Source: an optimization exercise on an open RTL-to-GDS flow (aim: small area). Production flows keep margins and buffers that such runs may drop. The RTL was checked by simulation tests, not by an equivalence proof against the original design. No activity file was given, so power comes from the tool's default toggle rates.

run 1:
==> flow/design.v <==
module alu (
    input [63:0] a,
    input [63:0] b,
    input [3:0] operation,
    output [63:0] result
);
wire op_add = operation == 4'h0;
wire op_sub = operation == 4'h1;
wire op_sll = operation == 4'h2;
wire op_slt = operation == 4'h3;
wire op_xor = operation == 4'h4;
wire op_srl = (operation == 4'h5) | (operation == 4'h6);
wire op_or  = operation == 4'h7;
wire op_and = operation == 4'h8;
wire op_eq  = operation == 4'h9;
wire sub = op_sub | op_slt;
wire [63:0] bx = b ^ {64{sub}};
wire [63:0] p = a ^ bx;
wire [63:0] g = a & bx;
wire [63:0] c;    
bk64 u_bk (.g(g), .p(p), .cin(sub), .c(c));
wire lt = ~c[63];
wire eq = ~|p;    
wire en_p = op_add | op_sub | op_xor | op_or;
wire en_c = op_add | op_sub;
wire en_g = op_or | op_and;
wire [63:0] cin_v = {c[62:0], sub};
wire [63:0] arith = ({64{en_p}} & p) ^ (({64{en_c}} & cin_v) | ({64{en_g}} & g));
wire big = |b[63:6];
wire [63:0] a_rev;
wire [63:0] sh_rev;
wire [63:0] sh;
genvar i;
generate
    for (i = 0; i < 64; i = i + 1) begin : g_rev
        assign a_rev[i] = a[63 - i];
        assign sh_rev[i] = sh[63 - i];
    end
endgenerate
wire [63:0] sh_in = op_sll ? a_rev : a;
wire [3:0] d0 = 4'b1 << b[1:0];
wire [3:0] d1 = 4'b1 << b[3:2];
wire [3:0] d2 = 4'b1 << b[5:4];
wire [127:0] x0 = {64'b0, sh_in};
wire [63:0] s1, s2;
genvar k;
for (k = 0; k < 64; k = k + 1) begin : st
  assign s1[k] = (d2[0] & sh_in[k]) | (d2[1] & (k+16 < 64 ? sh_in[(k+16)%64] : 1'b0)) | (d2[2] & (k+32 < 64 ? sh_in[(k+32)%64] : 1'b0)) | (d2[3] & (k+48 < 64 ? sh_in[(k+48)%64] : 1'b0));
  assign s2[k] = (d1[0] & s1[k]) | (d1[1] & (k+4 < 64 ? s1[(k+4)%64] : 1'b0)) | (d1[2] & (k+8 < 64 ? s1[(k+8)%64] : 1'b0)) | (d1[3] & (k+12 < 64 ? s1[(k+12)%64] : 1'b0));
  assign sh[k] = (d0[0] & s2[k]) | (d0[1] & (k+1 < 64 ? s2[(k+1)%64] : 1'b0)) | (d0[2] & (k+2 < 64 ? s2[(k+2)%64] : 1'b0)) | (d0[3] & (k+3 < 64 ? s2[(k+3)%64] : 1'b0));
end
wire en_l = op_sll & ~big;
wire en_r = op_srl & ~big;
assign result = arith
              | ({64{en_l}} & sh_rev)
              | ({64{en_r}} & sh)
              | {63'b0, (op_slt & lt) | (op_eq & eq)};
endmodule
module bk64 (
    input [63:0] g,
    input [63:0] p,
    input cin,
    output [63:0] c
);
wire [63:0] gg [0:6];
wire [63:0] pp [0:6];
assign gg[0] = {g[63:1], g[0] | (p[0] & cin)};
assign pp[0] = p;
genvar l, i;
generate
    for (l = 1; l <= 6; l = l + 1) begin : up
        for (i = 0; i < 64; i = i + 1) begin : b
            if ((i % (1 << l)) == (1 << l) - 1) begin : n
                assign gg[l][i] = gg[l-1][i] | (pp[l-1][i] & gg[l-1][i - (1 << (l-1))]);
                assign pp[l][i] = pp[l-1][i] & pp[l-1][i - (1 << (l-1))];
            end else begin : t
                assign gg[l][i] = gg[l-1][i];
                assign pp[l][i] = pp[l-1][i];
            end
        end
    end
endgenerate
generate
    for (i = 0; i < 64; i = i + 1) begin : dn
        if (((i + 1) & i) == 0) begin : whole
            assign c[i] = gg[tzf(i + 1)][i];
        end else begin : part
            assign c[i] = gg[tzf(i + 1)][i] | (pp[tzf(i + 1)][i] & c[i - (1 << tzf(i + 1))]);
        end
    end
endgenerate
function integer tzf(input integer v);
    integer k;
    begin
        tzf = 0;
        for (k = 6; k >= 0; k = k - 1)
            if (v % (1 << k) == 0 && tzf == 0) tzf = k;
    end
endfunction
endmodule
module riscv_zero_execute(
    input clk,
    input reset,
    input [63:0] pc_in,
    input [6:0] opcode,
    input [31:0] immediate,
    input [4:0]  reg_dest,
    input [63:0] rs1_data,
    input [63:0] rs2_data,
    input [6:0] funct7_out,
    input [2:0] funct3_out,
    input writeback_enable_in,
    input [1:0] writeback_source_in,
    input memory_access_in,
    input mem_wenable_in,
    input jump,
    input branch,
    input ALU_A_mux,
    input ALU_B_mux,
    input [3:0] ALU_op,
    output wire pc_src,
    output wire [63:0] pc_target,
    output reg [63:0] pc_out,
    output reg writeback_enable_out,
    output reg [1:0] writeback_source_out,
    output reg memory_access_out,
    output reg mem_wenable_out,
    output reg [63:0] ALU_out,
    output reg [63:0] mem_write_data
);
wire [63:0] ALU_A_src = ALU_A_mux ? pc_in : rs1_data;
wire [63:0] ALU_B_src = ALU_B_mux ? {32'b0, immediate} : rs2_data;
wire [63:0] ALU_result;
assign pc_src = (ALU_result[0] & branch) | jump;
assign pc_target = pc_in + {32'b0, immediate};
alu execute_alu (
    .a(ALU_A_src),
    .b(ALU_B_src),
    .operation(ALU_op),
    .result(ALU_result)
);
always @(posedge clk or posedge reset) begin
    if (reset) begin
        pc_out <= 64'h0;
        ALU_out <= 64'h0;
        writeback_enable_out <= 1'b0;
        writeback_source_out <= 2'b00;
        memory_access_out <= 1'b0;
        mem_wenable_out <= 1'b0;
    end else begin
        pc_out <= pc_in;
        writeback_enable_out <= writeback_enable_in;
        writeback_source_out <= writeback_source_in;
        memory_access_out <= memory_access_in;
        mem_wenable_out <= mem_wenable_in;
        ALU_out <= ALU_result;
    end
end
always @(posedge clk) begin
    mem_write_data <= rs2_data;
end
endmodule
Settings: LEC_CHECK=0, CAP_MARGIN=20, CORE_MARGIN=2, CORE_UTILIZATION=40, SETUP_SLACK_MARGIN=0.15, SLEW_MARGIN=20; clock period 6.5 ns.
standard.sh (not shown) runs the stock make flow with config.mk's settings and CLKGATE_MAP_FILE= SYNTH_SCRIPT=/design/flow/synth_recipe.tcl, a recipe that flattens the netlist after the stock synthesis.
==> flow/flow/run.sh <==
#!/bin/bash
# The standard layout with the smallest buffer on the ports.
bash standard.sh "BUFFER_PORTS_ARGS=-buffer_cell sky130_fd_sc_hd__buf_1" finish > standard.log 2>&1
--- input diff run 1..run 2 ---
Settings: CTS_BUF_LIST: unset -> sky130_fd_sc_hd__clkbuf_8 sky130_fd_sc_hd__clkbuf_16; SLEW_MARGIN: 20 -> 10; CAP_MARGIN: 20 -> 10.
==> comparison <==
- Summary of run 2 over run 1: number of enable flip-flop cells after synthesis flat; clock power flat; number of inserted filler cells in the final layout flat.
- From run 1 to run 2 the numbers moved as follows: count of antenna-violating nets left after detailed routing comparable; area enclosed by the die boundary barely changed; routed wire length was more or less identical; flip-flop and latch count after synthesis closely matched the old numbers; count of placed standard cells in the final layout, fillers left out did not really move.
- Run 2 finished every stage and its layout cleared the timing, DRC and antenna checks.
- As far as worst vdd rail ir drop goes, run 2 and run 1 are indistinguishable; the numbers are identical.
- Run 2 vs. run 1: synthesized cell count neither gained nor lost much, post-placement setup slack roughly the same.
diff inputs: run 2 => run 3
Settings: CAP_MARGIN: 10 -> 20; CTS_BUF_LIST: sky130_fd_sc_hd__clkbuf_8 sky130_fd_sc_hd__clkbuf_16 -> unset; SETUP_SLACK_MARGIN: 0.15 -> 0.3; SLEW_MARGIN: 10 -> 20.
==> flow/flow/run.sh <==
#!/bin/bash
# The standard layout with the smallest buffer on the ports and
# non-critical gates downsized after global routing.
bash standard.sh "BUFFER_PORTS_ARGS=-buffer_cell sky130_fd_sc_hd__buf_1" \
  RECOVER_POWER=100 MATCH_CELL_FOOTPRINT=0 finish > standard.log 2>&1
[summary]
Clock period minus worst slack (run 3 over run 2): increase, 29 ps
Class of the tightest hold or removal check = in -> reg: run 3; class of the tightest hold or removal check = in -> async: run 2
Per the comparison of run 3 with run 2, top fanout value on the critical path went up 23, number of instances in the placed design went up 0.87%, wire length of the first global-routing pass held.
The number of gates on the worst path with buffers counted in run 3 sits 4 above the value recorded for run 2.
Run 2 and run 3 ended up with roughly the same share of cell area taken by flip-flops and latches.
Between run 2 and run 3, proportion of power drawn by the clock network increased.
Compared to run 2, run 3 leaves less free space in the core.
Comparing run 3 and run 2, the one run not ending clean was run 3.
[run 3] flow finished | final checks: failed | reasons: capacitance limit, slew limit

========
// riscv_zero_execute: RTL as listed in full above, without the edits since
export LEC_CHECK = 0
export CAP_MARGIN = 20
export CORE_MARGIN = 2
export CORE_UTILIZATION = 40
export SETUP_SLACK_MARGIN = 0.3
export SLEW_MARGIN = 20
create_clock -name core_clock -period 6.5 [get_ports {clk}]
==> flow/flow/run.sh <==
#!/bin/bash
export BUFFER_PORTS_ARGS="-buffer_cell sky130_fd_sc_hd__buf_1"
bash standard.sh > standard.log 2>&1
The starting point finished clean.
Then changed:
- GPL_TIMING_DRIVEN: default -> 0
What happened:
- The changed run finished clean
- maximum frequency falls by 2.4%
- clock-buffer cell count falls by 1
- setup slack got worse by 0.15 ns
- non-clock buffer count rises by 27
- global-route usage rises by 4.1 points
- die area does not change
- critical path depth falls by 3
- total power rises by 2.9%
Then changed:
==> flow/flow/run.sh (replaced) <==
#!/bin/bash
# The standard layout with the smallest buffer on the ports; timing-driven
# global placement only reweights nets and does not keep its trial buffering;
# CTS as the standard flow runs it (same buffers and clustering) but without
# dummy loads on the clock tree.
bash standard.sh "BUFFER_PORTS_ARGS=-buffer_cell sky130_fd_sc_hd__buf_1" \
  GPL_KEEP_OVERFLOW=0 \
  "CTS_ARGS=-sink_clustering_enable -repair_clock_nets -sink_clustering_size 10 -buf_list sky130_fd_sc_hd__clkbuf_8 -dont_use_dummy_load" \
  finish > standard.log 2>&1
- CAP_MARGIN: 20 -> 5
- GPL_TIMING_DRIVEN: 0 -> default
- SETUP_SLACK_MARGIN: 0.3 -> 0.1
- SLEW_MARGIN: 20 -> 5
- The changed run passed the timing, DRC and antenna checks
- non-clock buffer count went down by 115
- setup slack is worse by 0.14 ns
- final cell count went down by 4.0%
- total power went down by 14%
- area after synthesis does not change
- global-route usage went down by 5.6 points
- fmax went down by 2.3%

========
Setup of run A:
Starts from the design.v that is shown in full above.
export LEC_CHECK = 0
export CAP_MARGIN = 20
export CORE_MARGIN = 2
export CORE_UTILIZATION = 40
export SETUP_SLACK_MARGIN = 0.15
export SLEW_MARGIN = 20
create_clock -name core_clock -period 6.5 [get_ports {clk}]
==> flow/flow/run.sh <==
#!/bin/bash
# The standard layout with the smallest buffer on the ports; timing-driven
# global placement only reweights nets and does not keep its trial buffering.
bash standard.sh "BUFFER_PORTS_ARGS=-buffer_cell sky130_fd_sc_hd__buf_1" \
  GPL_KEEP_OVERFLOW=0 finish > standard.log 2>&1
Changes in run B relative to run A:
--- a/flow/config.mk
+++ b/flow/config.mk
@@ -10,3 +10,5 @@
 export CORE_UTILIZATION = 40
-export SETUP_SLACK_MARGIN = 0.15
+export CTS_BUF_LIST = sky130_fd_sc_hd__clkbuf_8
+export CTS_CLUSTER_SIZE = 10
+export SETUP_SLACK_MARGIN = 0.1
 export SLEW_MARGIN = 20
Results
Having completed the whole flow, run B delivered a layout that passed the timing, DRC and antenna checks.
On minimum clock period: between run B and run A, it ends up lower for run A.
Diff run A -> run B: number of clock buffer instances in the layout went down 3; period utilization went up 0.22 points.
Changes in run C relative to run B:
==> flow/flow/run.sh <==
#!/bin/bash
# The standard layout with the smallest buffer on the ports; timing-driven
# global placement only reweights nets and does not keep its trial buffering;
# CTS as the standard flow runs it (same buffers and clustering) but without
# dummy loads on the clock tree.
bash standard.sh "BUFFER_PORTS_ARGS=-buffer_cell sky130_fd_sc_hd__buf_1" \
  GPL_KEEP_OVERFLOW=0 \
  "CTS_ARGS=-sink_clustering_enable -repair_clock_nets -sink_clustering_size 10 -buf_list sky130_fd_sc_hd__clkbuf_8 -dont_use_dummy_load" \
  finish > standard.log 2>&1
- Between run B and run C, minimum clock period after layout increased.
- As far as number of I/O port buffers goes, run C and run B are indistinguishable; the numbers are identical.
- Looking at run B and run C, the via count is a wash.
- Run C against run B: total power divided by cell area went down by about 5%, routed length on met1 -about 0.55%, final period utilization saw an increase, final instance area shows a reduction of 200 um2.
- Compared to run B, run C has relative contribution of combinational cells to total power 2.9 points higher.
- Re CTS H-tree depth: no difference whatsoever between run C and run B.
- Taking run B as the reference point, the power share of the clock group of run C falls by 4.8 points.
- Run C consumes less power than run B does.

[afterwards: timing with drivers on the ports]
Ports are ideal in the flow. The routed layouts listed here were re-timed in OpenROAD.
Step 1 (the two cells are an assumption about what drives the block):
set clk [get_ports {clk}]
set_driving_cell -lib_cell sky130_fd_sc_hd__clkbuf_16 $clk
set_driving_cell -lib_cell sky130_fd_sc_hd__buf_2 [delete_from_list [all_inputs] $clk]
Step 2 times the ports against the registers' clock, not the clock port: input delays grow and output delays shrink by t, the midpoint of the rising clock arrivals with the driver on.
a / b / c = ideal / step 1 / step 2; a / b = the first two.
run | t (ns) | setup WS [ns] | worst register clock-pin slew, ns | worst slew at a driven data input, ns
run 1 | 0.556 | 0.260 / 0.234 / 0.234 | 0.09 / 0.09 | 0.12
run 2 | 0.556 | 0.260 / 0.234 / 0.234 | 0.09 / 0.09 | 0.12
run 3 | 0.562 | 0.231 / 0.197 / 0.197 | 0.09 / 0.09 | 0.10
the first run of note 2 | 0.551 | 0.404 / 0.325 / 0.325 | 0.10 / 0.10 | 0.13
the second run of note 2 | 0.553 | 0.253 / 0.218 / 0.115 | 0.09 / 0.09 | 0.10
the third run of note 2 | 0.608 | 0.108 / 0.079 / 0.079 | 0.11 / 0.11 | 0.13
run A | 0.547 | 0.193 / 0.125 / 0.125 | 0.08 / 0.08 | 0.14
run B | 0.618 | 0.179 / 0.103 / 0.103 | 0.12 / 0.12 | 0.12
run C | 0.609 | 0.152 / 0.120 / 0.120 | 0.11 / 0.11 | 0.13
For the second run of note 2, which loses most, drivers alone change the setup slack by -0.035 ns; drivers and shift together by -0.138 ns.
